What follows belongs to an exercise in optimizing a design on an open flow for a short achievable clock period and few clock cycles; a production flow would make more cautious choices.
Only simulation tests tie the RTL to the original design; equivalence was not proved.
No activity file was given, so power comes from the tool's default toggle rates.

--- design/flow/run.sh ---
#!/bin/bash
# synth_recipe.tcl (not shown) runs the flow's synth.tcl, then flattens the netlist and writes it again
# the make line also repeats each setting of config.mk as NAME=value (left out here)
make -C /OpenROAD-flow-scripts/flow DESIGN_CONFIG=/design/flow/config.mk WORK_HOME=/design/flow/orfs CLKGATE_MAP_FILE= SYNTH_SCRIPT=/design/flow/synth_recipe.tcl finish
--- design/flow/config.mk ---
export PLATFORM = sky130hd
export DESIGN_NAME = CPU
export DESIGN_NICKNAME = CPU
export VERILOG_FILES = /design/flow/design.v
export SDC_FILE = /design/flow/constraint.sdc
export NUM_CORES = 4
export LEC_CHECK = 0
export CAP_MARGIN = 20
export CORE_MARGIN = 2
export CORE_UTILIZATION = 40
export SLEW_MARGIN = 20
--- design/flow/constraint.sdc ---
create_clock -name core_clock -period 8.5 [get_ports {clk}]
set_input_delay 1.7000 -clock core_clock [delete_from_list [all_inputs] [get_ports {clk}]]
set_output_delay 1.7000 -clock core_clock [all_outputs]
set_load 0.01 [all_outputs]
--- design/flow/design.v ---
module PC(
    input clk,rst,
    input [31:0]Next_PC,
    output reg [31:0]PC
    );
    always @(posedge clk, posedge rst) 
    begin
        if(rst) 
            PC <= 0;
        else 
            PC <= Next_PC;
    end
endmodule
`timescale 1ns / 1ps
module ADD
    #(parameter Width = 32)(
    input [Width-1:0] a,b,
    output [Width-1:0] sum
    );
    assign sum = a + b;
endmodule
module MUX_2_1
#(parameter Width = 32)(
input [Width-1:0] a,
input [Width-1:0] b,
input sel,
output reg [Width-1:0] out
);
always @(*)
begin
    case(sel)
        0:out = a;
        1:out = b;
    endcase        
end
endmodule
module MUX_3_1
#(parameter Width = 32)(
input [Width-1:0] a,
input [Width-1:0] b,
input [Width-1:0] c,
input [1:0] sel,
output reg [Width-1:0] out
);
always @(*)
begin
    case(sel)
        2'b00:out=a;
        2'b01:out=b;
        2'b10:out=c;
        default:out=0;   
    endcase        
end
endmodule
module Control(
    input   wire [6:0] opcode,
    output  reg jal,
    output  reg Branch,
    output  reg [1:0] Imm_gen,
    output  reg [1:0] RegScr,
    output  reg [1:0] ALUop,
    output  reg MemWrite,
    output  reg ALUSrc,
    output  reg RegWrite
    );
     always @(*) begin
        case(opcode)
            7'b0110011:          
            begin   
                jal      = 0;
                Branch   = 0;
                Imm_gen  = 2'b00; 
                RegScr   = 2'b00;
                ALUop    = 2'b10;
                MemWrite = 0;
                ALUSrc   = 0;
                RegWrite = 1;
            end
            7'b0010011:          
            begin   
                jal      = 0;
                Branch   = 0;
                Imm_gen  = 2'b00; 
                RegScr   = 2'b00;
                ALUop    = 2'b10;
                MemWrite = 0;
                ALUSrc   = 1;
                RegWrite = 1;
            end
            7'b0000011:          
            begin
                jal      = 0;
                Branch   = 0;
                Imm_gen  = 2'b00; 
                RegScr   = 2'b01;
                ALUop    = 2'b00;
                MemWrite = 0;
                ALUSrc   = 1;
                RegWrite = 1;
            end
            7'b0100011:          
            begin   
                jal      = 0;
                Branch   = 0;
                Imm_gen  = 2'b01; 
                RegScr   = 2'b00;
                ALUop    = 2'b00;
                MemWrite = 1;
                ALUSrc   = 1;
                RegWrite = 0;
            end
            7'b1100011:          
            begin   
                jal      = 0;
                Branch   = 1;
                Imm_gen  = 2'b10; 
                RegScr   = 2'b00;
                ALUop    = 2'b01;
                MemWrite = 0;
                ALUSrc   = 0;
                RegWrite = 0;
            end
            7'b1101111:          
            begin   
                jal      = 1;
                Branch   = 1;
                Imm_gen  = 2'b11; 
                RegScr   = 2'b10;
                ALUop    = 2'b00;
                MemWrite = 0;
                ALUSrc   = 0;
                RegWrite = 1;
            end
            default: begin 
                jal      = 0;
                Branch   = 0;
                Imm_gen  = 2'b00; 
                RegScr   = 2'b00;
                ALUop    = 2'b00;
                MemWrite = 0;
                ALUSrc   = 0;
                RegWrite = 0;  
            end
        endcase
    end
endmodule
`timescale 1ns / 1ps
module ALU_Control(
    input [1:0] ALUop,
    input [6:0] func7,
    input [2:0] func3,
    output reg [2:0] ALU_ctl_input
    );
      always @(*) 
    begin
        case (ALUop)
            2'b01: ALU_ctl_input=3'd1;
            default: ALU_ctl_input=3'd0;
        endcase   
    end
endmodule
module  ALU
    #(parameter WIDTH = 32)(
    input [WIDTH -1: 0]  a, b,
    input [2:0] s,
    output reg[WIDTH -1: 0] y,
    output zf
    );
    localparam ADD=3'd0,SUB=3'd1;
    reg tempt;
    always @(*)
    begin
        case(s)
            ADD:{tempt,y} =a + b;
            SUB:{tempt,y} =a - b;
            default:{tempt,y}=0;
        endcase
    end
    assign zf = ~|y;
endmodule
module ImmGen (
    input [1:0] Imm_gen,
    input [31:0] instruct,
    output reg [31:0]Imm
);
    always @(*) begin
        case(Imm_gen)
            2'b00:   
            begin     
                Imm[11:0] = instruct[31:20];
                if(instruct[31] == 1)
                     Imm[31:12] = 20'hfffff;
                else Imm[31:12] = 20'h00000;
            end
            2'b01:  
            begin   
                Imm[11:5] = instruct[31:25];
                Imm[4:0]  = instruct[11:7];
                if(instruct[31] == 1)
                     Imm[31:12] = 20'hfffff;
                else Imm[31:12] = 20'h00000;
            end
            2'b10:  
            begin   
                Imm[11]   = instruct[31];
                Imm[9:4]  = instruct[30:25];
                Imm[3:0]  = instruct[11:8];
                Imm[10]   = instruct[7];
                if(instruct[31] == 1)
                    Imm[31:12] = 19'h7ffff;
                else 
                    Imm[31:12] = 19'h00000;
            end
            2'b11:  
            begin   
                Imm[19]     = instruct[31];
                Imm[9:0]    = instruct[30:21];
                Imm[10]     = instruct[20];
                Imm[18:11]  = instruct[19:12];
                if(instruct[31] == 1)
                    Imm[31:20] = 11'h7ff;
                else 
                    Imm[31:20] = 11'h000;
            end
            default: 
            begin   
                Imm[31:0] = 32'd0;
            end
        endcase
    end
endmodule
module RF(
    input wire clk,we,
    input wire [4:0] wa, 
    input wire [31:0] wd, 
    input wire [4:0] ra1, ra2, ra3,
    output wire [31:0] rd1, rd2, rd3
    );
    reg [31:0] regfile[0:31];
    assign  rd1 = (ra1 == 5'd0) ? 32'd0 : regfile[ra1];
    assign  rd2 = (ra2 == 5'd0) ? 32'd0 : regfile[ra2];
    assign  rd3 = (ra3 == 5'd0) ? 32'd0 : regfile[ra3];
    always @ (posedge clk)
    begin
        if(we && wa != 0)
            regfile[wa] <= wd;
    end
endmodule
module  CPU(
  	input clk, 
  	input rst,
  	output [31:0] pc,           	 
  	input [31:0] instr,         	 
  	output [7:0] dmem_addr,     	 
  	output [31:0] dmem_wdata,   	 
  	output dmem_we,             	 
  	input [31:0] dmem_rdata,    	 
  	output [7:0] io_addr,      	 
  	output [31:0] io_dout,     	 
  	output io_we,              	 
  	input [31:0] io_din,    	 
  	input [7:0] m_rf_addr,   	 
  	output [31:0] rf_data    	 
);
	wire [31:0]Next_PC;
  	PC MY_PC(
		.clk(clk),
	  	.rst(rst),
	  	.Next_PC(Next_PC),
		.PC(pc)
  	);
	wire [31:0]PCADD4;
	ADD #(32)MY_PC_ADD(
		.a(pc),
		.b(32'd4),
		.sum(PCADD4)
	);
	wire [31:0] instruct;
	assign instruct = instr;
	wire jal; 
	wire Branch; 
	wire [1:0] Imm_gen;
	wire [1:0] RegScr; 
	wire [1:0] ALUop;
	wire MemWrite;
	wire ALUSrc;
	wire RegWrite;
	Control MY_Control(
        .opcode(instruct[6:0]),
        .jal(jal),
		.Branch(Branch),
        .Imm_gen(Imm_gen),
        .RegScr(RegScr),
        .ALUop(ALUop),
        .MemWrite(MemWrite),
        .ALUSrc(ALUSrc),
        .RegWrite(RegWrite)
    );
	wire [31:0]rd1, rd2, WriteData;
	RF MY_RF(
        .clk(clk),
        .we(RegWrite),
        .wa(instruct[11:7]),
        .ra1(instruct[19:15]),
        .ra2(instruct[24:20]),
        .ra3(m_rf_addr[4:0]),
        .rd1(rd1),
        .rd2(rd2),
        .rd3(rf_data),
        .wd(WriteData)
    );
	wire [31:0] Imm;
    ImmGen MY_ImmGen(
		.Imm_gen(Imm_gen),
		.instruct(instruct),
		.Imm(Imm)
	);
	wire [31:0] ALU_in2;
	MUX_2_1 #(32)MUX_ALU_SRC(
		.a(rd2),
        .b(Imm),
        .sel(ALUSrc),
        .out(ALU_in2)
	);
	wire [2:0] ALU_ctl_input;
	ALU_Control MY_ALU_Control(
    .ALUop(ALUop),
    .func7(instruct[31:25]),
    .func3(instruct[14:12]),
    .ALU_ctl_input(ALU_ctl_input)
	);
	wire [31:0] ALUresult;
    wire zero;
    ALU #(32)ALU(
        .a(rd1),
        .b(ALU_in2),
        .s(ALU_ctl_input),
        .y(ALUresult),
        .zf(zero)
    );
	wire [31:0] ReadData1;
	wire [7:0] DM_a_in;
    assign DM_a_in = ALUresult[9:0] >> 2;
    assign dmem_addr = DM_a_in;
    assign dmem_wdata = rd2;
    assign dmem_we = MemWrite & (~ALUresult[10]);
    assign ReadData1 = dmem_rdata;
	wire [31:0] mem_data_out;
	MUX_2_1 #(32)MUX_MEM_OUT(
		.a(ReadData1),
		.b(io_din),
		.sel(ALUresult[10]),
		.out(mem_data_out)
	);
    MUX_3_1 #(32)WriteData_MUX(
        .a(ALUresult),
        .b(mem_data_out),
		.c(PCADD4),
        .sel(RegScr),
        .out(WriteData)
    );
	wire [31:0] PCADDIMM;
	ADD #(32)PC_ADD_IMM(
		.a(pc),
		.b(Imm << 1),
		.sum(PCADDIMM)
	);
	MUX_2_1 #(32)MUX_PC_NEXT(
		.a(PCADD4),
		.b(PCADDIMM),
		.sel((Branch & zero) | jal),
		.out(Next_PC)
	);
	assign io_addr = ALUresult[7:0];
	assign io_dout = rd2;
	assign io_we = MemWrite & ALUresult[10];
endmodule
==> results by group, run 1 <==
Status
  • Status: timing/DRC/antenna clean

GRT
  • Vias in the first global route: 42700
  • All-layer global routing usage: 0.283
  • First-pass GRT wire length: 323000 um
  • Gr ovfl total: 0
  • Initial antenna violation count: 10
  • Largest net degree at the start of global routing: 85

Synthesis
  • Count leader, synth: edfxtp_1
  • #FFs+latches synth: 1055
  • Synth area leaders: edfxtp_1 49%, mux4_2 31%, mux2i_1 4.0%, ha_1 1.3%, dfrtp_1 1.2%
  • Most instantiated cells after synthesis: 1024 x edfxtp_1, 852 x mux4_2, 252 x mux2i_1, 186 x nor2_1, 154 x clkbuf_1
  • Post-synthesis sequential area ratio: 0.501
  • Share of flip-flops with an asynchronous set or reset: 0.0294
  • Post-synth EDFFs: 1024
  • Cells after synthesis: 3742
  • Post-synth top area share: 0.489
  • Yosys warning count: 8
  • Synth Cell Area: 0.0629 sq mm
  • Primary FF master, synth: edfxtp_1
  • Syn Area/Cell: 16.8 sq um
  • Leading area contributor after synthesis: edfxtp_1
  • Post-synthesis cell type count: 87

Power
  • Power per cell area: 222 mW/mm^2
  • Comb pwr share: 0.286
  • Psw: 5.21 mW
  • Proportion of power drawn by the clock network: 0.307
  • Switching share of total power: 0.311
  • Peak VDD IR: 0.166 mV
  • Pint: 11.6 mW
  • Pleak: 25.8 nW
  • Flop pwr share: 0.407

STA
  • Setup WS post-layout: 161 ps
  • Worst hold slack: 637 ps
  • Fin. Hold Viols: 0
  • Final TNS setup: 0 ps
  • Crit path time final: 8340 ps
  • Clk_skew: 61.2 ps
  • RSZ-0062 raised after global routing: true
  • Max-Slew Margin vs Limit: 0.215
  • Period Utilization, post-route: 0.981
  • Worst Tran Pin Value: 1140 ps
  • Fin. max-slew vios: 0
  • Fmax: 120 MHz
  • # setup viols final: 0

CTS
  • Clock buffer depth: 3
  • Clk latency of the worst-skew pair: 790 ps
  • Clk pin slew, worst setup/hold paths: 60 ps
  • CTS tree: done
  • CTS Buf Count: 113
  • H-tree depth: 3
  • CTS Sinks: 1055
  • Root Buffer: clkbuf_16

Place
  • PortBufs: 247
  • Detail Placement HPWL: 151000 um
  • Routability Congestion: 0.941
  • Worst slack at placement: -494 ps
  • Post-DP Area: 0.0717 sq mm

Layout
  • Fin area: 0.0756 sq mm
  • Final net count: 4518
  • Fin util: 0.484
  • Area grow syn2layout: 20.2%
  • Share of layout cells above drive strength 1: 0.385
  • # fillers: 13000

Worst setup path
  • Crit path buf inv count: 7
  • FF-to-FF Start: MY_RF.regfile[23][7]
  • CP Data Required Time: 6800 ps
  • Critical Path Start: instr[21]
  • Worst path max stage delay: 560 ps
  • CP endpoint: io_we
  • CP max stage cell: clkdlybuf4s50_1
  • Crit-path cells: buf_8 -> buf_12 -> mux4_2 -> nor3b_1 -> nor4_1 -> buf_4 -> nand3_1 -> buf_4 -> a21oi_1 -> a2111o_1 -> o31ai_1 -> xor2_1 -> ha_1 -> buf_4 -> and3_1 -> o311a_1 -> nor2_1 -> buf_4 -> xnor2_4 -> and2_1 -> clkdlybuf4s50_1
  • CP endpoint kind: primary output
  • RR Endpoint: MY_PC.PC[6]
  • R2r setup slk: 1270 ps
  • R2R cell count: 30
  • Top delay family on crit path: buffers and inverters
  • Type of origin of the critical path: input port
  • Crit path depth: 21
  • CP Max Fanout: 26
  • Most common cell on crit path: buf_4
  • Worst Path Arrival: 6640 ps
  • Setup Crit Path Kind: input port to primary output

Floorplan
  • Die Height: 401 um
  • Cell Rows: 145
  • Initial Util: 0.403
  • Die width: 401 um
  • Core ar.: 0.156 sq mm
  • # IOs: 252
  • Die footprint: 0.160 sq mm

Route
  • First drt pass iteration count: 6
  • DRT Wirelength: 229000 um
  • Vias/cell: 6.60
  • Iter 0 DRT Violations: 5800
  • Drc violations: 0
  • Wire length per cell: 35.3 um
  • Vias: 43000
  • Routed Antenna Nets: 0

Min path
  • Hold Path Class: flop to flop

Run
  • Max_cap viols: 0
==> worst register-to-register path, delay by kind of cell (launching register included) <==
kind,cells,cell delay (ps)
AOI/OAI and AO/OA,11,2430
and+or+nand+nor,7,1620
buffers and inverters,6,1100
muxes,3,1010
DFF,1,420
adders and majority gates,1,320
xor gates and xnor gates,2,270
==> cells in the final DEF, fill, tap and decap left out, drive strengths merged, types with 11 or more instances in the layout <==
cell type         n
o22ai            23
a21o             40
ha               63
mux4            852
or2              11
nor4             13
and3             22
mux2i           252
a21oi            81
nor3             31
xor2             50
mux2             21
clkdlybuf4s50   231
dfrtp            31
nand2b           23
a22oi            43
o21ai            49
a211oi           17
or3              20
nand4            14
o21a             20
nand2           142
clkbuf          123
clkinv           58
xnor2            54
conb             33
o221ai           31
nor2            186
a31oi            12
inv              54
edfxtp         1024
nand3            54
bufinv           14
nor2b            25
buf             557
and2             20
==> metrics by stage <==
| step | total power, mW | std cells |
|---|---|---|
| 4_1_cts | 16.8 | 6502 |
| 3_5_place_dp | 11.7 | 6287 |
| 5_1_grt | 17.3 | 6504 |
| 6_report | 16.8 | 6507 |
| 2_1_floorplan | 9.45 | 3774 |
| 3_3_place_gp | 11.6 | 6282 |
==> flip-flops by register name (all words and copies together), names as in the netlist <==
signal	cells
MY_PC.PC	31
MY_RF.regfile	1024
==> power by group through the flow <==
stage | sequential, mW | combinational, mW | clock [mW]
final | 6.83 | 4.80 | 5.16
after global routing | 6.84 | 5.07 | 5.40
after CTS | 6.83 | 4.74 | 5.20
after detailed placement | 6.93 | 4.73 | 0
after global placement | 6.93 | 4.68 | 0
after floorplan | 6.97 | 2.48 | 0
==> layer usage <==
metal / global-route usage / up-vias / share of wire
met2: 0.454 / 2895 / 0.47
met3: 0.0770 / 515 / 0.13
met5: 0 / - / 0.00020
li1: - / 17200 / -
met4: 0.110 / 6 / 0.041
met1: 0.367 / 22400 / 0.36
==> cell type report <==
class,instances,area [sq um],area share
flip-flops and latches,1055,31500,0.417
diodes,3,7.51,0.0000993
inverters,45,169,0.00223
clock buffers,123,2890,0.0382
clock inverters,91,937,0.0124
multi-input cells,2343,30300,0.400
well taps,2058,2570,0.0341
repair buffers,789,7250,0.0959
==> worst min-delay path by stage <==
stage / from / cells past startpoint / slack (ps) / endpoint
global route: MY_PC.PC[1] / 1 / 660 / MY_PC.PC[1]
CTS: MY_PC.PC[1] / 1 / 660 / MY_PC.PC[1]
detailed placement: MY_PC.PC[1] / 1 / 640 / MY_PC.PC[1]
floorplan: MY_PC.PC[1] / 1 / 580 / MY_PC.PC[1]
finish: MY_PC.PC[1] / 1 / 640 / MY_PC.PC[1]
global placement: MY_PC.PC[1] / 1 / 610 / MY_PC.PC[1]
==> timing repair <==
action                                 in CTS  in global routing
buffers inserted                            1                  2
hold buffers                                0                  0
endpoints found under the hold margin       0                  0
setup endpoints to repair                   5                 32
pin swaps                                   1                  1
gates resized for setup                     4                 14
==> cell families (layout without fill, tap and decap cells) <==
| kind of cell | count (synthesis) | after routing | synth area share |
|---|---|---|---|
| flip-flops | 1055 | 1055 | 0.501 |
| buffers and inverters | 376 | 1048 | 0.0285 |
| XOR/XNOR | 104 | 104 | 0.0146 |
| other | 1 | 36 | 0.0000596 |
| multiplexers | 1125 | 1125 | 0.349 |
| AO/OA/AOI/OAI | 426 | 426 | 0.0478 |
| adder cells (fa/ha/maj) | 65 | 65 | 0.0132 |
| AND/OR/NAND/NOR | 590 | 590 | 0.0451 |
Testbench counts, summed over its fixed seeds: cycles 98,510.
==> inputs of run 2 (changes only) <==
--- a/design/flow/design.v
+++ b/design/flow/design.v
@@ -249,3 +249,3 @@
 module  CPU(
-  	input clk, 
+  	input clk,
   	input rst,
@@ -264,114 +264,70 @@
 );
-	wire [31:0]Next_PC;
-  	PC MY_PC(
-		.clk(clk),
-	  	.rst(rst),
-	  	.Next_PC(Next_PC),
-		.PC(pc)
-  	);
-	wire [31:0]PCADD4;
-	ADD #(32)MY_PC_ADD(
-		.a(pc),
-		.b(32'd4),
-		.sum(PCADD4)
-	);
-	wire [31:0] instruct;
-	assign instruct = instr;
-	wire jal; 
-	wire Branch; 
-	wire [1:0] Imm_gen;
-	wire [1:0] RegScr; 
-	wire [1:0] ALUop;
-	wire MemWrite;
-	wire ALUSrc;
-	wire RegWrite;
-	Control MY_Control(
-        .opcode(instruct[6:0]),
-        .jal(jal),
-		.Branch(Branch),
-        .Imm_gen(Imm_gen),
-        .RegScr(RegScr),
-        .ALUop(ALUop),
-        .MemWrite(MemWrite),
-        .ALUSrc(ALUSrc),
-        .RegWrite(RegWrite)
-    );
-	wire [31:0]rd1, rd2, WriteData;
+	reg [31:0] pc_r;
+	reg        e_ld, e_st, e_wr;      
+	reg [4:0]  e_rd;
+	reg [31:0] e_a, e_b, e_sd;        
+	wire [31:0] e_sum = e_a + e_b;
+	wire [31:0] e_ldv = e_sum[10] ? io_din : dmem_rdata;
+	wire [31:0] e_res = e_ld ? e_ldv : e_sum;
+	assign dmem_addr  = e_sum[9:2];
+	assign dmem_wdata = e_sd;
+	assign dmem_we    = e_st & ~e_sum[10];
+	assign io_addr    = e_sum[7:0];
+	assign io_dout    = e_sd;
+	assign io_we      = e_st & e_sum[10];
+	wire [31:0] rf1, rf2;
 	RF MY_RF(
         .clk(clk),
-        .we(RegWrite),
-        .wa(instruct[11:7]),
-        .ra1(instruct[19:15]),
-        .ra2(instruct[24:20]),
+        .we(e_wr),
+        .wa(e_rd),
+        .ra1(instr[19:15]),
+        .ra2(instr[24:20]),
         .ra3(m_rf_addr[4:0]),
-        .rd1(rd1),
-        .rd2(rd2),
+        .rd1(rf1),
+        .rd2(rf2),
         .rd3(rf_data),
-        .wd(WriteData)
-    );
-	wire [31:0] Imm;
-    ImmGen MY_ImmGen(
-		.Imm_gen(Imm_gen),
-		.instruct(instruct),
-		.Imm(Imm)
-	);
-	wire [31:0] ALU_in2;
-	MUX_2_1 #(32)MUX_ALU_SRC(
-		.a(rd2),
-        .b(Imm),
-        .sel(ALUSrc),
-        .out(ALU_in2)
-	);
-	wire [2:0] ALU_ctl_input;
-	ALU_Control MY_ALU_Control(
-    .ALUop(ALUop),
-    .func7(instruct[31:25]),
-    .func3(instruct[14:12]),
-    .ALU_ctl_input(ALU_ctl_input)
-	);
-	wire [31:0] ALUresult;
-    wire zero;
-    ALU #(32)ALU(
-        .a(rd1),
-        .b(ALU_in2),
-        .s(ALU_ctl_input),
-        .y(ALUresult),
-        .zf(zero)
-    );
-	wire [31:0] ReadData1;
-	wire [7:0] DM_a_in;
-    assign DM_a_in = ALUresult[9:0] >> 2;
-    assign dmem_addr = DM_a_in;
-    assign dmem_wdata = rd2;
-    assign dmem_we = MemWrite & (~ALUresult[10]);
-    assign ReadData1 = dmem_rdata;
-	wire [31:0] mem_data_out;
-	MUX_2_1 #(32)MUX_MEM_OUT(
-		.a(ReadData1),
-		.b(io_din),
-		.sel(ALUresult[10]),
-		.out(mem_data_out)
-	);
-    MUX_3_1 #(32)WriteData_MUX(
-        .a(ALUresult),
-        .b(mem_data_out),
-		.c(PCADD4),
-        .sel(RegScr),
-        .out(WriteData)
+        .wd(e_res)
     );
-	wire [31:0] PCADDIMM;
-	ADD #(32)PC_ADD_IMM(
-		.a(pc),
-		.b(Imm << 1),
-		.sum(PCADDIMM)
-	);
-	MUX_2_1 #(32)MUX_PC_NEXT(
-		.a(PCADD4),
-		.b(PCADDIMM),
-		.sel((Branch & zero) | jal),
-		.out(Next_PC)
-	);
-	assign io_addr = ALUresult[7:0];
-	assign io_dout = rd2;
-	assign io_we = MemWrite & ALUresult[10];
+	assign pc = pc_r;
+	wire [6:0] op = instr[6:0];
+	wire [4:0] rs1 = instr[19:15];
+	wire [4:0] rs2 = instr[24:20];
+	wire [4:0] rd  = instr[11:7];
+	wire is_add  = (op == 7'b0110011);
+	wire is_addi = (op == 7'b0010011);
+	wire is_lw   = (op == 7'b0000011);
+	wire is_sw   = (op == 7'b0100011);
+	wire is_beq  = (op == 7'b1100011);
+	wire is_jal  = (op == 7'b1101111);
+	wire fw1 = e_wr & (e_rd == rs1);
+	wire fw2 = e_wr & (e_rd == rs2);
+	wire [31:0] r1 = fw1 ? e_res : rf1;
+	wire [31:0] r2 = fw2 ? e_res : rf2;
+	wire [31:0] immI = {{20{instr[31]}}, instr[31:20]};
+	wire [31:0] immS = {{20{instr[31]}}, instr[31:25], instr[11:7]};
+	wire [31:0] immB = {{20{instr[31]}}, instr[7], instr[30:25], instr[11:8], 1'b0};
+	wire [31:0] immJ = {{12{instr[31]}}, instr[19:12], instr[20], instr[30:21], 1'b0};
+	wire [31:0] pc4   = pc_r + 32'd4;
+	wire [31:0] pcimm = pc_r + (is_jal ? immJ : immB);
+	wire taken = is_jal | (is_beq & (r1 == r2));
+	wire [31:0] next_pc = taken ? pcimm : pc4;
+	always @(posedge clk, posedge rst) begin
+		if (rst) begin
+			pc_r <= 32'd0;
+			e_ld <= 1'b0;
+			e_st <= 1'b0;
+			e_wr <= 1'b0;
+		end else begin
+			pc_r <= next_pc;
+			e_ld <= is_lw;
+			e_st <= is_sw;
+			e_wr <= (is_add | is_addi | is_lw | is_jal) & (rd != 5'd0);
+		end
+	end
+	always @(posedge clk) begin
+		e_rd <= rd;
+		e_a  <= is_jal ? pc4 : r1;
+		e_b  <= is_add ? r2 : is_sw ? immS : is_jal ? 32'd0 : immI;
+		e_sd <= r2;
+	end
 endmodule
==> run 2 against run 1 <==
Against the previous run:
- wire length increased by 1.5%
- flip-flop and latch count increased by 104
- clock skew decreased by 15 ps
- worst setup slack improved by 1100 ps
- highest routed layer unchanged
- area after synthesis increased by 5.0%
- combinational power decreased by 25%
- sequential power increased by 2%
- worst hold slack got worse by 13 ps
- register-to-register slack improved by 40 ps
==> results by group, run 2 <==
STA
  • Clk_skew: 46.6 ps (-14.5 ps)
  • # setup viols final: 0 (unchanged)
  • Crit path time final: 7190 ps (-1150 ps)
  • Max-Slew Margin vs Limit: 0.228 (+0.0131)
  • Fin. max-slew vios: 0 (unchanged)
  • Worst Tran Pin Value: 1160 ps (+13.0 ps)
  • Worst hold slack: 624 ps (-13.4 ps)
  • Period Utilization, post-route: 0.846 (-0.135)
  • Fin. Hold Viols: 0 (unchanged)
  • Final TNS setup: 0 ps (unchanged)
  • RSZ-0062 raised after global routing: false
  • Fmax: 139 MHz (+16%)

Synthesis
  • Post-synth EDFFs: 1024 (unchanged)
  • Share of flip-flops with an asynchronous set or reset: 0.0293 (-0.0000483)
  • Synth Cell Area: 0.0660 sq mm (+5.0%)
  • Yosys warning count: 2 (-6)
  • Mux share of post-synthesis cell area: 0.336 (-0.0137)
  • Count leader, synth: edfxtp_1
  • Post-Synth XOR/XNOR Area: 0.0139 (-0.000671)
  • Leading area contributor after synthesis: edfxtp_1
  • Primary FF master, synth: edfxtp_1
  • Simple-gate area share of the yosys netlist: 0.0448 (-0.000313)
  • Most instantiated cells after synthesis: 1024 x edfxtp_1, 917 x mux4_2, 198 x nor2_1, 179 x nand2_1, 158 x clkbuf_1
  • Largest family of logic cells by synthesized area: multiplexers
  • Post-synthesis sequential area ratio: 0.509 (+0.00808)
  • Cells after synthesis: 3963 (+5.9%)
  • Synth area leaders: edfxtp_1 47%, mux4_2 31%, dfxtp_1 3.1%, mux2i_1 2.0%, dfrtp_1 1.3%
  • #FFs+latches synth: 1159 (+9.9%)
  • Post-synthesis cell type count: 81 (-6.9%)
  • Post-synth top area share: 0.466 (-0.0231)
  • Compound-Gate Fraction of Synth Area: 0.0552 (+0.00735)
  • Syn Area/Cell: 16.7 sq um (-0.89%)
  • Adder-cell share of the synthesized area: 0.0124 (-0.000812)

Layout
  • Share of layout cells above drive strength 1: 0.325 (-0.0600)
  • Area grow syn2layout: 14.7%
  • Max reg flops: 1024 (unchanged)
  • Biggest register: MY_RF.regfile
  • Commonest non-fill, non-tap cell in the layout: edfxtp_1
  • Fin util: 0.460 (-0.0237)
  • Most frequent cells in the layout: 1024 x edfxtp_1, 917 x mux4_2, 234 x clkdlybuf4s50_1
  • Final net count: 4360 (-3.5%)

Route
  • Wire length per cell: 35.9 um (+1.8%)
  • Routed Antenna Nets: 0 (unchanged)
  • First drt pass iteration count: 7 (+1)
  • Iter 0 DRT Violations: 6035 (+4.1%)
  • Vias: 43600 (+1.4%)
  • Vias/cell: 6.72 (+1.7%)
  • DRT Wirelength: 233000 um (+1.5%)
  • Drc violations: 0 (unchanged)

GRT
  • Initial antenna violation count: 7 (-3)
  • Largest net degree at the start of global routing: 93 (+9.4%)
  • Vias in the first global route: 42600 (-0.28%)
  • First-pass GRT wire length: 327000 um (+1.4%)
  • Gr ovfl total: 0 (unchanged)
  • All-layer global routing usage: 0.275 (-0.00820)

Floorplan
  • Die Height: 410 um (+2.4%)
  • # IOs: 252 (unchanged)
  • Initial Util: 0.401 (-0.00117)
  • Die footprint: 0.168 sq mm (+4.9%)
  • Cell Rows: 149 (+2.8%)
  • Die width: 410 um (+2.4%)
  • Core ar.: 0.164 sq mm (+5.3%)

Worst setup path
  • CP max stage cell: nor2_2
  • Worst path max stage delay: 930 ps (+370 ps)
  • R2r setup slk: 1310 ps (+40 ps)
  • CP Max Fanout: 23 (-12%)
  • Worst Path Arrival: 7870 ps (+1230 ps)
  • R2R cell count: 19 (-37%)
  • Setup Crit Path Kind: flop to flop
  • Crit path buf inv count: 4 (-3)
  • RR Endpoint: pc_r[6]
  • FF-to-FF Start: e_b[0]
  • CP endpoint kind: flop
  • Top delay family on crit path: simple AND/OR/NAND/NOR gates
  • Type of origin of the critical path: flop
  • Crit-path cells: ha_1 -> inv_1 -> fa_1 -> nor2b_1 -> o21a_1 -> o21ai_1 -> mux2_2 -> nor2_2 -> buf_4 -> mux2_2 -> a221oi_1 -> xnor2_1 -> o211ai_1 -> or4_1 -> or4_4 -> o21ai_4 -> buf_12 -> buf_4 -> mux2i_1
  • CP Data Required Time: 9180 ps (+2380 ps)

Place
  • Routability Congestion: 0.979 (+4.0%)
  • PortBufs: 247 (unchanged)
  • Detail Placement HPWL: 145000 um (-3.9%)

Run
  • Max_cap viols: 0 (unchanged)

Status
  • Status: timing/DRC/antenna clean

CTS
  • Number of hold-repair buffers added at the cts stage: 0 (unchanged)
  • CTS tree: done
  • Clk pin slew, worst setup/hold paths: 60 ps (about the same)
  • PostCTS Resize Cnt: 0 (-4)
  • CTS Buf Count: 119 (+5.3%)
  • H-tree depth: 3 (unchanged)
  • Total setup buffers inserted after CTS: 0 (-1)
  • CTS Sinks: 1159 (+9.9%)
  • Clk latency of the worst-skew pair: 790 ps (about the same)
  • Clock buffer depth: 3 (unchanged)
  • Root Buffer: clkbuf_16

Min path
  • Hold Path End: pc_r[1]
  • Hold Path Depth: 1 (unchanged)
  • Hold Path Class: flop to flop
  • Min-delay src: pc_r[1]

Power
  • Power per cell area: 212 mW/mm^2 (-4.7%)
  • Pleak: 24.6 nW (-4.6%)
  • Peak VDD IR: 0.176 mV (+6.0%)
run 2: changes by cell type after synthesis, sizes merged, moves of 19 or more:
cell    previous run  this run
a21oi             81       114
a31oi             12        34
buf              177       196
dfxtp              0       101
mux2i            252       133
mux4             852       917
nand2            142       179
o21ai             49        95
o221ai            31         4
run 2: worst max path at each step:
stage,startpoint,endpoint,depth (start not counted),slack (ps)
after floorplan,instr[22],pc_r[31],22,1760
after global placement,instr[22],pc_r[3],15,780
after detailed placement,instr[22],pc_r[6],16,810
after CTS,e_b[0],pc_r[6],19,1360
after global routing,e_a[5],pc_r[6],17,1070
final,e_b[0],pc_r[6],19,1310
run 2: cell families after synthesis:
logic type	after synthesis
XOR/XNOR	105
buffers and inverters	398
AND/OR/NAND/NOR	634
adder cells (fa/ha/maj)	64
other	1
flip-flops	1159
multiplexers	1066
AO/OA/AOI/OAI	536
run 2: power by group:
part | switching, mW | internal [mW] | total, mW
combinational | 2.20 | 1.38 | 3.58
clock | 2.38 | 3.07 | 5.44
sequential | 0.139 | 6.85 | 6.99
total | 4.72 | 11.3 | 16.0
run 2: per-stage QoR:
| step | area [sq um] | std cells | power [mW] | setup WS (ps) |
|---|---|---|---|---|
| after floorplan | 66100 | 3995 | 9.21 | 1760 |
| after global placement | 71600 | 6258 | 10.6 | 780 |
| after detailed placement | 71600 | 6258 | 10.6 | 813 |
| after CTS | 75700 | 6483 | 16.0 | 1360 |
| after global routing | 75700 | 6483 | 16.5 | 1070 |
| final | 75700 | 6486 | 16.0 | 1310 |
run 2: worst register-to-register path, cell delays in order (launching register included):
cell	delay (ps)
dfxtp_1	340
ha_1	230
inv_1	80
fa_1	200
nor2b_1	80
o21a_1	220
o21ai_1	600
mux2_2	680
nor2_2	940
buf_4	340
mux2_2	440
a221oi_1	470
xnor2_1	270
o211ai_1	170
or4_1	670
or4_4	570
o21ai_4	160
buf_12	210
buf_4	230
mux2i_1	200
run 2: cell type report:
| class | instances | area, sq um |
|---|---|---|
| Antenna cell | 3 | 7.51 |
| Clock buffer | 143 | 3130 |
| Clock inverter | 82 | 907 |
| Fill cell | 14100 | 88700 |
| Inverter | 44 | 170 |
| Multi-Input combinational cell | 2438 | 31000 |
| Sequential cell | 1159 | 33600 |
| Tap cell | 2189 | 2740 |
| Timing Repair Buffer | 428 | 4110 |
run 2: per-layer routing:
metal,part of all wire,vias up,track usage
met5,0.00016,-,0
met4,0.053,6,0.132
met3,0.11,558,0.0502
met2,0.47,2820,0.438
met1,0.37,22900,0.366
li1,-,17200,-
Testbench counts of run 2, summed over its fixed seeds: cycles 98,702.
==> inputs of run 3 (changes only) <==
--- a/design/flow/config.mk
+++ b/design/flow/config.mk
@@ -7,2 +7,3 @@
 export LEC_CHECK = 0
+export ABC_CLOCK_PERIOD_IN_PS = 3000
 export CAP_MARGIN = 20
@@ -10,2 +11,3 @@
 export CORE_UTILIZATION = 40
+export SETUP_SLACK_MARGIN = 4.0
 export SLEW_MARGIN = 20
==> run 3 against run 2 <==
Against the previous run:
- count of clock-buffer cells in the layout down 4
- critical path depth unchanged
- die area unchanged
- wire length increased by 8.4%
- non-clock buffer count up 265
- global-route usage up 2.0 points
- first-iteration DRC count increased by 7.3%
- maximum frequency is 26% higher
- still clean on timing, DRC and antenna
- worst hold slack improved by 60 ps
- largest cell class unchanged
- sequential power about the same
- cell area is 8.2% higher
- sequential share of layout area decreased by 3.3 points
==> results by group, run 3 <==
Worst setup path
  • Worst path max stage delay: 540 ps (-390 ps)
  • CP Data Required Time: 9130 ps (-50 ps)
  • R2R cell count: 21 (+2)
  • Type of origin of the critical path: input port
  • CP Max Fanout: 9 (-61%)
  • Crit-path cells: buf_16 -> buf_16 -> buf_4 -> buf_16 -> mux4_2 -> mux4_2 -> mux2i_1 -> buf_4 -> o22a_1 -> o21ai_0 -> buf_4 -> xor2_4 -> nand4b_1 -> or4_4 -> or4_4 -> o21ai_4 -> buf_6 -> buf_12 -> mux2_4
  • Setup Crit Path Kind: input port to flop
  • CP max stage cell: or4_4
  • Top delay family on crit path: multiplexers
  • Worst Path Arrival: 6320 ps (-1550 ps)
  • Crit path depth: 19 (unchanged)
  • CP endpoint kind: flop
  • Crit path buf inv count: 8 (+4)

Place
  • Routability Congestion: 0.939 (-4.1%)
  • Placed instance count: 6262 (+0.064%)
  • PortBufs: 247 (unchanged)
  • Worst slack at placement: 752 ps (-60.5 ps)
  • Detail Placement HPWL: 149000 um (+2.4%)
  • Post-DP Area: 0.0718 sq mm (+0.24%)

Layout
  • Fin util: 0.498 (+0.0376)
  • Biggest register: MY_RF.regfile
  • Area grow syn2layout: 24.0%
  • Most frequent cells in the layout: 1024 x edfxtp_1, 917 x mux4_2, 229 x buf_4
  • Fin area: 0.0819 sq mm (+8.2%)
  • Final net count: 4627 (+6.1%)
  • Commonest non-fill, non-tap cell in the layout: edfxtp_1
  • Share of layout cells above drive strength 1: 0.417 (+0.0913)
  • # fillers: 13500 (-4.3%)
  • Post-Layout Cell Count: 6752 (+4.1%)
  • Max reg flops: 1024 (unchanged)

STA
  • Final TNS setup: 0 ps (unchanged)
  • Period Utilization, post-route: 0.670 (-0.176)
  • Clk_skew: 30.1 ps (-16.5 ps)
  • Setup WS post-layout: 2810 ps (+1500 ps)
  • Worst Tran Pin Value: 1280 ps (+121 ps)
  • Crit path time final: 5690 ps (-1500 ps)
  • Max-Slew Margin vs Limit: 0.145 (-0.0830)
  • RSZ-0062 raised after global routing: true
  • Fin. Hold Viols: 0 (unchanged)
  • # setup viols final: 0 (unchanged)
  • Fmax: 176 MHz (+26%)
  • Worst hold slack: 684 ps (+60.3 ps)
  • Fin. max-slew vios: 0 (unchanged)

Power
  • Pint: 11.7 mW (+3.3%)
  • Flop pwr share: 0.419 (-0.017)
  • Switching share of total power: 0.301 (+0.00634)
  • Power per cell area: 204 mW/mm^2 (-3.6%)
  • Pleak: 27.4 nW (+11%)
  • Power, Total: 16.7 mW (+4.2%)
  • Peak VDD IR: 0.173 mV (-1.5%)
  • Proportion of power drawn by the clock network: 0.325 (-0.015)
  • Psw: 5.02 mW (+6.5%)
  • Comb pwr share: 0.256 (+0.032)

CTS
  • Clk pin slew, worst setup/hold paths: 60 ps (about the same)
  • H-tree depth: 3 (unchanged)
  • CTS Buf Count: 119 (unchanged)
  • Root Buffer: clkbuf_16
  • Clock buffer depth: 3 (unchanged)
  • Clk latency of the worst-skew pair: 770 ps (-20 ps)
  • CTS tree: done
  • CTS Sinks: 1159 (unchanged)
  • Number of hold-repair buffers added at the cts stage: 0 (unchanged)

GRT
  • First-pass GRT wire length: 348000 um (+6.5%)
  • All-layer global routing usage: 0.295 (+0.0203)
  • Vias in the first global route: 44800 (+5.2%)
  • Initial antenna violation count: 9 (+2)
  • Gr ovfl total: 0 (unchanged)
  • Largest net degree at the start of global routing: 49 (-47%)

Synthesis
  • Syn Area/Cell: 16.7 sq um (unchanged)
  • Post-synth top area share: 0.466 (unchanged)
  • Count leader, synth: edfxtp_1
  • Leading area contributor after synthesis: edfxtp_1
  • Post-synthesis cell type count: 81 (unchanged)
  • Synth Cell Area: 0.0660 sq mm (unchanged)
  • Share of flip-flops with an asynchronous set or reset: 0.0293 (unchanged)
  • Synth area leaders: edfxtp_1 47%, mux4_2 31%, dfxtp_1 3.1%, mux2i_1 2.0%, dfrtp_1 1.3%
  • #FFs+latches synth: 1159 (unchanged)
  • Yosys warning count: 2 (unchanged)
  • Cells after synthesis: 3963 (unchanged)
  • Most instantiated cells after synthesis: 1024 x edfxtp_1, 917 x mux4_2, 198 x nor2_1, 179 x nand2_1, 158 x clkbuf_1
  • Primary FF master, synth: edfxtp_1
  • Post-synthesis sequential area ratio: 0.509 (unchanged)
  • Post-synth EDFFs: 1024 (unchanged)

Floorplan
  • # IOs: 252 (unchanged)
  • Die width: 410 um (unchanged)
  • Die footprint: 0.168 sq mm (unchanged)
  • Cell Rows: 149 (unchanged)
  • Die Height: 410 um (unchanged)
  • Initial Util: 0.401 (unchanged)
  • Core ar.: 0.164 sq mm (unchanged)

Status
  • Status: timing/DRC/antenna clean

Route
  • Iter 0 DRT Violations: 6478 (+7.3%)
  • Routed Antenna Nets: 0 (unchanged)
  • First drt pass iteration count: 6 (-1)
  • Wire length per cell: 37.4 um (+4.1%)
  • DRT Wirelength: 252000 um (+8.4%)
  • Vias: 46000 (+5.6%)
  • Drc violations: 0 (unchanged)
  • Vias/cell: 6.82 (+1.5%)

Run
  • Max_cap viols: 0 (unchanged)

Min path
  • Hold Path Depth: 1 (unchanged)
  • Hold Path Class: flop to flop
[run 3: cell counts after synthesis]
No cell type changed its count.
[run 3: power by group through the flow]
stage	registers [mW]	clock network (mW)	logic, mW
2_1_floorplan	7.11	0	2.17
3_3_place_gp	7.11	0	3.56
3_5_place_dp	7.12	0	3.58
4_1_cts	7.00	5.46	4.08
5_1_grt	7.02	5.68	4.49
6_report	7.00	5.43	4.27
[run 3: worst paths after layout]
| path | startpoint | to | slack [ps] |
|---|---|---|---|
| max | instr[20] | pc_r[18] | 2810 |
| min | pc_r[1] | pc_r[1] | 680 |
| max reg2reg | e_b[0] | pc_r[18] | 2950 |
| min reg2reg | pc_r[1] | pc_r[1] | 680 |
| max in group asynchronous | rst | e_ld | 6720 |
| min in group asynchronous | rst | pc_r[31] | 1390 |
[run 3: repair_timing]
item                                    CTS  global route
pin swaps                                69            48
cloned                                   65             6
endpoints found under the setup margin  456            78
buffers inserted                        153            38
gates resized for setup                 611           119
[run 3: worst reg2reg max path: stages, from the launching register on]
cell	delay [ps]
dfxtp_2	340
ha_4	140
inv_2	40
fa_2	360
nor2b_2	140
o21a_1	220
o21ai_4	100
buf_4	190
o21ai_1	320
xor2_1	420
a211oi_1	190
inv_1	90
buf_4	370
a211oi_2	150
a2111oi_2	370
nand4b_1	130
or4_4	540
or4_4	480
o21ai_4	210
buf_6	130
buf_12	150
mux2_4	320
[run 3: kinds of logic (layout without fill, tap and decap cells)]
| group | count (synthesis) | after routing | share of synthesized area |
|---|---|---|---|
| xor+xnor | 105 | 105 | 0.0139 |
| fa+ha+maj | 64 | 64 | 0.0124 |
| flops | 1159 | 1159 | 0.509 |
| compound gates | 536 | 537 | 0.0552 |
| buf+inv | 398 | 961 | 0.0286 |
| other cells | 1 | 36 | 0.0000568 |
| simple gates | 634 | 634 | 0.0448 |
| mux | 1066 | 1067 | 0.336 |
[run 3: area by class of cell]
cell class	instances	area, sq um	share of cell area
Tap cell	2189	2740	0.0335
Clock buffer	139	3050	0.0373
Multi-Input combinational cell	2440	32600	0.398
Antenna cell	3	7.51	0.0000917
Inverter	44	189	0.00231
Clock inverter	85	901	0.0110
Sequential cell	1159	33600	0.411
Timing Repair Buffer	693	8790	0.107
[run 3: per-layer routing]
| metal | routed length, um | part of all wire | up-vias | GRT usage |
|---|---|---|---|---|
| met5 | 38 | 0.00015 | - | 0 |
| met2 | 119000 | 0.47 | 3310 | 0.473 |
| met1 | 88100 | 0.35 | 24100 | 0.376 |
| met4 | 15700 | 0.062 | 6 | 0.153 |
| li1 | - | - | 17800 | - |
| met3 | 29700 | 0.12 | 756 | 0.0697 |
==> inputs of run 4 (changes only) <==
--- a/design/flow/design.v
+++ b/design/flow/design.v
@@ -265,5 +265,6 @@
 	reg [31:0] pc_r;
-	reg        e_ld, e_st, e_wr;      
+	reg        e_ld, e_st, e_wr, e_br;  
 	reg [4:0]  e_rd;
 	reg [31:0] e_a, e_b, e_sd;        
+	reg [31:0] e_t;                   
 	wire [31:0] e_sum = e_a + e_b;
@@ -271,2 +272,3 @@
 	wire [31:0] e_res = e_ld ? e_ldv : e_sum;
+	wire        redir = e_br & (e_a == e_b);
 	assign dmem_addr  = e_sum[9:2];
@@ -310,5 +312,6 @@
 	wire [31:0] pc4   = pc_r + 32'd4;
-	wire [31:0] pcimm = pc_r + (is_jal ? immJ : immB);
-	wire taken = is_jal | (is_beq & (r1 == r2));
-	wire [31:0] next_pc = taken ? pcimm : pc4;
+	wire [31:0] pcimm = pc_r + (instr[3] ? immJ : immB);
+	wire bsame = is_beq & (rs1 == rs2);
+	wire jump  = is_jal | bsame;
+	wire [31:0] next_pc = redir ? e_t : jump ? pcimm : pc4;
 	always @(posedge clk, posedge rst) begin
@@ -319,7 +322,9 @@
 			e_wr <= 1'b0;
+			e_br <= 1'b0;
 		end else begin
 			pc_r <= next_pc;
-			e_ld <= is_lw;
-			e_st <= is_sw;
-			e_wr <= (is_add | is_addi | is_lw | is_jal) & (rd != 5'd0);
+			e_ld <= is_lw & ~redir;
+			e_st <= is_sw & ~redir;
+			e_wr <= (is_add | is_addi | is_lw | is_jal) & (rd != 5'd0) & ~redir;
+			e_br <= is_beq & ~bsame & ~redir;
 		end
@@ -329,3 +334,4 @@
 		e_a  <= is_jal ? pc4 : r1;
-		e_b  <= is_add ? r2 : is_sw ? immS : is_jal ? 32'd0 : immI;
+		e_b  <= (is_add | is_beq) ? r2 : is_sw ? immS : is_jal ? 32'd0 : immI;
+		e_t  <= pcimm;
 		e_sd <= r2;
==> run 4 against run 3 <==
Against the previous run:
- via count down 7.7%
- highest routed layer unchanged
- worst setup slack better by 240 ps
- maximum frequency increased by 4.3%
- register-to-register slack improved by 1100 ps
- worst hold slack got worse by 270 ps
- sequential share of layout area up 2.8 points
- wire length is 8.0% lower
- non-clock buffer count fell by 201
- critical endpoint is now rf_data[21]
- die area about the same
- combinational power decreased by 8.7%
- count of clock-buffer cells in the layout rose by 32
- cell count shrank 5.4%
==> results by group, run 4 <==
Route
  • Vias/cell: 6.65 (-2.4%)
  • Iter 0 DRT Violations: 6015 (-7.1%)
  • Met3 Wirelength: 25100 um (-16%)
  • Post-Route M1 WL: 87100 um (-1.2%)
  • Wire length per cell: 36.4 um (-2.7%)
  • Vias: 42500 (-7.7%)
  • DRT Wirelength: 232000 um (-8.0%)
  • First drt pass iteration count: 5 (-1)
  • Top sig layer: met5
  • Drc violations: 0 (unchanged)
  • WL met2: 111000 um (-6.8%)
  • Routed Antenna Nets: 0 (unchanged)

STA
  • Setup WS post-layout: 3040 ps (+236 ps)
  • Fmax: 183 MHz (+4.3%)
  • Fin. max-slew vios: 0 (unchanged)
  • RSZ-0062 raised after global routing: true
  • Max-Slew Margin vs Limit: 0.219 (+0.0733)
  • Final TNS setup: 0 ps (unchanged)
  • Crit path time final: 5460 ps (-236 ps)
  • # setup viols final: 0 (unchanged)
  • Worst Tran Pin Value: 1140 ps (-140 ps)
  • Worst hold slack: 413 ps (-271 ps)
  • Clk_skew: 35.6 ps (+5.49 ps)
  • Fin. Hold Viols: 0 (unchanged)
  • Period Utilization, post-route: 0.642 (-0.0278)

Layout
  • Most frequent cells in the layout: 1024 x edfxtp_1, 960 x mux4_2, 189 x clkdlybuf4s50_1
  • Commonest non-fill, non-tap cell in the layout: edfxtp_1
  • Post-Layout Cell Count: 6385 (-5.4%)
  • Final net count: 4265 (-7.8%)
  • Biggest register: MY_RF.regfile
  • Fin area: 0.0783 sq mm (-4.4%)
  • Max reg flops: 1024 (unchanged)
  • Area grow syn2layout: 18.7%
  • Fin util: 0.476 (-0.0218)
  • Share of layout cells above drive strength 1: 0.389 (-0.0281)

Synthesis
  • Synth area leaders: edfxtp_1 47%, mux4_2 33%, dfxtp_1 4.0%, mux2i_1 1.9%, dfrtp_1 1.4%
  • Mux share of post-synthesis cell area: 0.348 (+0.0128)
  • Post-synthesis sequential area ratio: 0.520 (+0.0109)
  • Primary FF master, synth: edfxtp_1
  • Post-synth EDFFs: 1024 (unchanged)
  • Post-synth top area share: 0.466 (about the same)
  • Post-Synth XOR/XNOR Area: 0.0127 (-0.00118)
  • Largest family of logic cells by synthesized area: multiplexers
  • Yosys warning count: 2 (unchanged)
  • Simple-gate area share of the yosys netlist: 0.0371 (-0.00770)
  • Synth Cell Area: 0.0660 sq mm (about the same)
  • Count leader, synth: edfxtp_1
  • Compound-Gate Fraction of Synth Area: 0.0414 (-0.0138)
  • #FFs+latches synth: 1193 (+2.9%)
  • Cells after synthesis: 3792 (-4.3%)
  • Adder-cell share of the synthesized area: 0.0124 (about the same)
  • Most instantiated cells after synthesis: 1024 x edfxtp_1, 960 x mux4_2, 186 x nor2_1, 178 x clkbuf_1, 161 x nand2_1
  • Syn Area/Cell: 17.4 sq um (+4.4%)
  • Leading area contributor after synthesis: edfxtp_1
  • Post-synthesis cell type count: 77 (-4.9%)
  • Share of flip-flops with an asynchronous set or reset: 0.0302 (+0.000840)

Floorplan
  • Die width: 410 um (about the same)
  • Die footprint: 0.168 sq mm (about the same)
  • Die Height: 410 um (about the same)
  • Core ar.: 0.164 sq mm (unchanged)
  • Cell Rows: 149 (unchanged)
  • # IOs: 252 (unchanged)
  • Initial Util: 0.401 (about the same)

Min path
  • Hold Path Class: flop to flop
  • Hold Path Depth: 2 (+1)
  • Min-delay src: e_t[23]
  • Hold Path End: pc_r[23]

Worst setup path
  • FF-to-FF Start: e_b[0]
  • Worst Path Arrival: 3760 ps (-2560 ps)
  • R2r setup slk: 4030 ps (+1080 ps)
  • Setup Crit Path Kind: input port to primary output
  • CP Data Required Time: 6800 ps (-2330 ps)
  • Type of origin of the critical path: input port
  • RR Endpoint: MY_RF.regfile[29][9]
  • R2R cell count: 15 (-29%)
  • CP endpoint kind: primary output
  • CP Max Fanout: 15 (+6)

Power
  • Power per cell area: 218 mW/mm^2 (+6.7%)
  • Proportion of power drawn by the clock network: 0.340 (+0.015)
  • Pleak: 25.7 nW (-6.2%)
  • Peak VDD IR: 0.229 mV (+32%)
  • Flop pwr share: 0.431 (+0.012)
  • Power, Total: 17.0 mW (+2.0%)
  • Pint: 12.1 mW (+3.6%)
  • Switching share of total power: 0.291 (-0.0104)
  • Comb pwr share: 0.229 (-0.027)
  • Psw: 4.95 mW (-1.5%)

CTS
  • H-tree depth: 4 (+1)
  • Clock buffer depth: 3 (unchanged)
  • Clk pin slew, worst setup/hold paths: 60 ps (about the same)
  • Number of hold-repair buffers added at the cts stage: 0 (unchanged)
  • CTS tree: done
  • CTS Buf Count: 131 (+10%)
  • Root Buffer: clkbuf_16
  • CTS Sinks: 1193 (+2.9%)
  • Clk latency of the worst-skew pair: 790 ps (+20 ps)

Place
  • Placed instance count: 6021 (-3.8%)
  • Routability Congestion: 0.960 (+2.3%)
  • PortBufs: 248 (+0.40%)
  • Worst slack at placement: 1870 ps (+1120 ps)
  • Detail Placement HPWL: 135000 um (-9.1%)
  • Post-DP Area: 0.0711 sq mm (-0.97%)

GRT
  • Vias in the first global route: 41800 (-6.8%)
  • Initial antenna violation count: 9 (unchanged)
  • All-layer global routing usage: 0.274 (-0.0216)
  • Gr ovfl total: 0 (unchanged)
  • First-pass GRT wire length: 322000 um (-7.5%)
  • Largest net degree at the start of global routing: 101 (+110%)

Status
  • Status: timing/DRC/antenna clean

Run
  • Max_cap viols: 0 (unchanged)
## run 4: changes by cell type after synthesis, sizes merged, moves of 20 or more
cell / change
a22oi: -38
clkbuf: +20
mux4: +43
dfxtp: +32
a221oi: -23
## run 4: how the worst max path moves through the flow
stage	from	to	slack (ps)	cells after the start
global placement	m_rf_addr[1]	rf_data[29]	1850	7
finish	m_rf_addr[0]	rf_data[21]	3040	6
global route	m_rf_addr[0]	rf_data[2]	2990	9
CTS	m_rf_addr[0]	rf_data[7]	3040	8
detailed placement	m_rf_addr[1]	rf_data[29]	1870	7
floorplan	m_rf_addr[0]	rf_data[10]	3490	7
## run 4: repair_timing
| action | CTS | global route |
|---|---|---|
| gates cloned | 28 | 9 |
| resized for setup | 297 | 82 |
| pin swaps | 12 | 25 |
| setup buffers | 63 | 30 |
| endpoints found under the setup margin | 269 | 221 |
## run 4: cell type report
type                       instances  area, sq um
timing repair buffer             492         5830
tap                             2189         2740
sequential                      1193        34300
clock inverter                    62          569
timing repair inverter             4         30.0
multi-input combinational       2234        30900
clock buffer                     171         3700
inverter                          39          161
antenna                            1         2.50
fill                           13700        86200
## run 4: kinds of logic after synthesis
logic type / after synthesis
compound gates: 413
simple gates: 534
fa+ha+maj: 64
other cells: 1
flops: 1193
xor+xnor: 96
buf+inv: 396
mux: 1095
## run 4: power groups by stage
stage	Clock, mW	Combinational [mW]	Sequential, mW
2_1_floorplan	0	2.19	7.44
3_3_place_gp	0	3.52	7.47
3_5_place_dp	0	3.55	7.47
4_1_cts	5.84	3.76	7.35
5_1_grt	6.05	4.13	7.37
6_report	5.80	3.90	7.35
## run 4: critical path, cell delays in order
cell	delay, ps
bufbuf_16	320
mux4_2	530
mux4_2	530
mux2i_4	300
nor2_1	60
dlygate4sd2_1	290
## run 4: per-layer routing
layer	track usage	vias up
met2	0.441	2643
met4	0.101	2
met3	0.0602	435
met1	0.366	22700
met5	0	-
li1	-	16700
Testbench counts of run 4, summed over its fixed seeds: cycles 99,954.
==> inputs of run 5 (changes only) <==
--- a/design/flow/config.mk
+++ b/design/flow/config.mk
@@ -10,4 +10,5 @@
 export CORE_MARGIN = 2
-export CORE_UTILIZATION = 40
-export SETUP_SLACK_MARGIN = 4.0
+export CORE_UTILIZATION = 55
+export PLACE_DENSITY = 0.7
+export SETUP_SLACK_MARGIN = 3.6
 export SLEW_MARGIN = 20
==> run 5 against run 4 <==
Against the previous run:
- core utilization increased by 17 points
- critical path depth increased by 4
- die area fell by 27%
- worst hold slack improved by 6.7 ps
- highest routed layer unchanged
- clock skew shrank 8.3 ps
- clock power is essentially flat
- register-to-register slack worse by 330 ps
- largest power group unchanged
- maximum frequency shrank 1.4%
==> results by group, run 5 <==
STA
  • Worst Tran Pin Value: 1220 ps (+85.3 ps)
  • # setup viols final: 0 (unchanged)
  • Max-Slew Margin vs Limit: 0.183 (-0.0351)
  • Clk_skew: 27.3 ps (-8.35 ps)
  • Final TNS setup: 0 ps (unchanged)
  • Crit path time final: 5540 ps (+77.7 ps)
  • Fin. Hold Viols: 0 (unchanged)
  • Period Utilization, post-route: 0.651 (+0.00915)
  • Fin. max-slew vios: 0 (unchanged)
  • Fmax: 181 MHz (-1.4%)
  • RSZ-0062 raised after global routing: true

Floorplan
  • Core ar.: 0.119 sq mm (-27%)
  • Cell Rows: 127 (-15%)
  • # IOs: 252 (unchanged)
  • Die Height: 350 um (-15%)
  • Die width: 350 um (-15%)
  • Die footprint: 0.123 sq mm (-27%)
  • Initial Util: 0.552 (+0.151)

Run
  • Max_cap viols: 0 (unchanged)

Route
  • Drc violations: 0 (unchanged)
  • First drt pass iteration count: 8 (+3)
  • Vias: 43100 (+1.4%)
  • Wire length per cell: 38.5 um (+6.0%)
  • DRT Wirelength: 224000 um (-3.7%)
  • Routed Antenna Nets: 0 (unchanged)
  • Vias/cell: 7.42 (+12%)
  • Iter 0 DRT Violations: 6106 (+1.5%)

Status
  • Status: timing/DRC/antenna clean

Synthesis
  • Most instantiated cells after synthesis: 1024 x edfxtp_1, 960 x mux4_2, 186 x nor2_1, 178 x clkbuf_1, 161 x nand2_1
  • Simple-gate area share of the yosys netlist: 0.0371 (unchanged)
  • Compound-Gate Fraction of Synth Area: 0.0414 (unchanged)
  • Syn Area/Cell: 17.4 sq um (unchanged)
  • #FFs+latches synth: 1193 (unchanged)
  • Adder-cell share of the synthesized area: 0.0124 (unchanged)
  • Yosys warning count: 2 (unchanged)
  • Post-synth EDFFs: 1024 (unchanged)
  • Primary FF master, synth: edfxtp_1
  • Mux share of post-synthesis cell area: 0.348 (unchanged)
  • Post-synthesis cell type count: 77 (unchanged)
  • Post-synthesis sequential area ratio: 0.520 (unchanged)
  • Post-synth top area share: 0.466 (unchanged)
  • Largest family of logic cells by synthesized area: multiplexers
  • Synth area leaders: edfxtp_1 47%, mux4_2 33%, dfxtp_1 4.0%, mux2i_1 1.9%, dfrtp_1 1.4%
  • Share of flip-flops with an asynchronous set or reset: 0.0302 (unchanged)
  • Cells after synthesis: 3792 (unchanged)
  • Leading area contributor after synthesis: edfxtp_1
  • Post-Synth XOR/XNOR Area: 0.0127 (unchanged)
  • Synth Cell Area: 0.0660 sq mm (unchanged)
  • Count leader, synth: edfxtp_1

CTS
  • CTS tree: done
  • CTS Buf Count: 131 (unchanged)
  • H-tree depth: 4 (unchanged)
  • CTS Sinks: 1193 (unchanged)
  • Number of hold-repair buffers added at the cts stage: 0 (unchanged)
  • Clk latency of the worst-skew pair: 780 ps (about the same)
  • Clock buffer depth: 3 (unchanged)
  • Clk pin slew, worst setup/hold paths: 60 ps (about the same)
  • Root Buffer: clkbuf_16

Layout
  • Area grow syn2layout: 16.9%
  • Max reg flops: 1024 (unchanged)
  • Most frequent cells in the layout: 1024 x edfxtp_1, 960 x mux4_2, 194 x clkdlybuf4s50_1
  • Fin area: 0.0771 sq mm (-1.5%)
  • Biggest register: MY_RF.regfile
  • Commonest non-fill, non-tap cell in the layout: edfxtp_1
  • # fillers: 8227 (-40%)
  • Share of layout cells above drive strength 1: 0.373 (-0.0154)
  • Final net count: 4247 (-0.42%)

Power
  • Flop pwr share: 0.434 (+0.003)
  • Comb pwr share: 0.224 (-0.005)
  • Power, Total: 16.9 mW (-0.71%)
  • Switching share of total power: 0.289 (-0.00186)
  • Peak VDD IR: 0.208 mV (-9.1%)
  • Pleak: 25.6 nW (-0.30%)
  • Pint: 12.0 mW (-0.45%)
  • Psw: 4.88 mW (-1.3%)
  • Proportion of power drawn by the clock network: 0.342 (+0.002)
  • Power per cell area: 220 mW/mm^2 (+0.83%)

GRT
  • Initial antenna violation count: 8 (-1)
  • Largest net degree at the start of global routing: 113 (+12%)
  • Gr ovfl total: 0 (unchanged)
  • First-pass GRT wire length: 312000 um (-3.3%)
  • All-layer global routing usage: 0.367 (+0.0932)
  • Vias in the first global route: 42000 (+0.61%)

Min path
  • Hold Path Class: flop to flop

Place
  • Post-DP Area: 0.0702 sq mm (-1.3%)
  • PortBufs: 248 (unchanged)
  • Routability Congestion: 0.954 (-0.70%)
  • Detail Placement HPWL: 130000 um (-4.0%)

Worst setup path
  • Worst Path Arrival: 3840 ps (+80 ps)
  • CP Max Fanout: 6 (-9)
  • CP endpoint kind: primary output
  • Type of origin of the critical path: input port
  • Setup Crit Path Kind: input port to primary output
  • CP Data Required Time: 6800 ps (about the same)
## run 5: cell counts after synthesis
No cell type changed its count.
## run 5: logic make-up (layout without fill, tap and decap cells)
kind of cell	Yosys count	in the layout
simple gates	534	534
compound gates	413	413
flops	1193	1193
mux	1095	1095
buf+inv	396	756
other cells	1	38
xor+xnor	96	96
fa+ha+maj	64	64
## run 5: power by group through the flow
stage | clock, mW | combinational [mW] | sequential [mW]
5_1_grt | 6.02 | 4.00 | 7.37
6_report | 5.78 | 3.80 | 7.34
4_1_cts | 5.79 | 3.68 | 7.35
3_3_place_gp | 0 | 3.45 | 7.46
3_5_place_dp | 0 | 3.49 | 7.47
2_1_floorplan | 0 | 2.16 | 7.44
## run 5: worst paths after layout
path / from / to / slack, ps / depth (start not counted)
worst min-delay path: e_t[17] / pc_r[17] / 420 / 2
worst min register to register: e_t[17] / pc_r[17] / 420 / 2
min in group asynchronous: rst / pc_r[5] / 1380 / 3
max in group asynchronous: rst / e_ld / 6650 / 3
worst max register to register: e_a[9] / MY_RF.regfile[23][0] / 3700 / 11
worst max-delay path: m_rf_addr[0] / rf_data[0] / 2960 / 10
## run 5: worst max-delay path, cell delays in order
cell	delay, ps
buf_16	120
buf_16	150
buf_4	120
buf_12	120
buf_16	140
mux4_2	520
mux4_2	530
mux2i_4	200
nor2_1	60
buf_2	150
## run 5: area by class of cell
| class | count | area (sq um) | area share |
|---|---|---|---|
| diodes | 6 | 15.0 | 0.000195 |
| clock buffers | 173 | 3620 | 0.0470 |
| clock inverters | 66 | 686 | 0.00889 |
| inverters | 39 | 150 | 0.00195 |
| multi-input cells | 2234 | 30600 | 0.397 |
| flip-flops and latches | 1193 | 34300 | 0.445 |
| well taps | 1612 | 2020 | 0.0262 |
| repair buffers | 477 | 5660 | 0.0734 |
| repair inverters | 1 | 7.51 | 0.0000974 |
## run 5: metrics by stage
| stage | instances | utilization | hold WS [ps] | setup slack [ps] |
|---|---|---|---|---|
| after floorplan | 3823 | - | 388 | 3490 |
| after global placement | 5429 | 0.587 | 413 | 1600 |
| after detailed placement | 5430 | 0.587 | 413 | 1610 |
| after CTS | 5759 | 0.641 | 421 | 2960 |
| after global routing | 5796 | 0.645 | 431 | 2930 |
| final | 5801 | 0.645 | 420 | 2960 |
## run 5: timing repair
action	in CTS	in global routing
setup buffers	59	27
setup endpoints to repair	142	80
cloned	31	6
pin swaps	8	9
gates resized for setup	248	43
## run 5: metal layers
layer / global-route usage / routed length, um / vias to the layer above
met4: 0.166 / 11200 / 2
met1: 0.484 / 76000 / 22500
met2: 0.568 / 105000 / 3236
li1: - / - / 16700
met3: 0.112 / 31400 / 604
met5: 0 / 13 / -

[separate check: timing with driven ports]
In the flow no input, the clock included, has a driving cell. The finished layouts below were timed again as built, in two steps.
Step 1 sets driving cells, clkbuf_16 on the clock port and buf_2 on the other inputs (assumed; they add their load-dependent delay and slew).
Step 2, shift: input delay + t, output delay - t, t = (earliest + latest rising clock arrival at the registers) / 2. This alone moves slack from input paths to output paths.
Slacks: no drivers / after step 1 / after step 2; pairs: no drivers / after step 1.
run	shift t [ns]	slack for setup (ns)	worst register clock-pin slew, ns
run 1	0.843	0.161 / 0.103 / -0.453	0.08 / 0.08
run 2	0.864	1.310 / 1.310 / 0.604	0.07 / 0.07
run 3	0.839	2.806 / 2.397 / 1.679	0.07 / 0.07
run 4	0.852	3.042 / 2.532 / 2.532	0.07 / 0.07
run 5	0.839	2.964 / 2.507 / 2.507	0.07 / 0.07
With both steps, setup timing fails in run 1, where it was met with ideal ports. For run 3, which loses most, drivers alone change the setup slack by -0.409 ns; drivers and shift together by -1.127 ns.
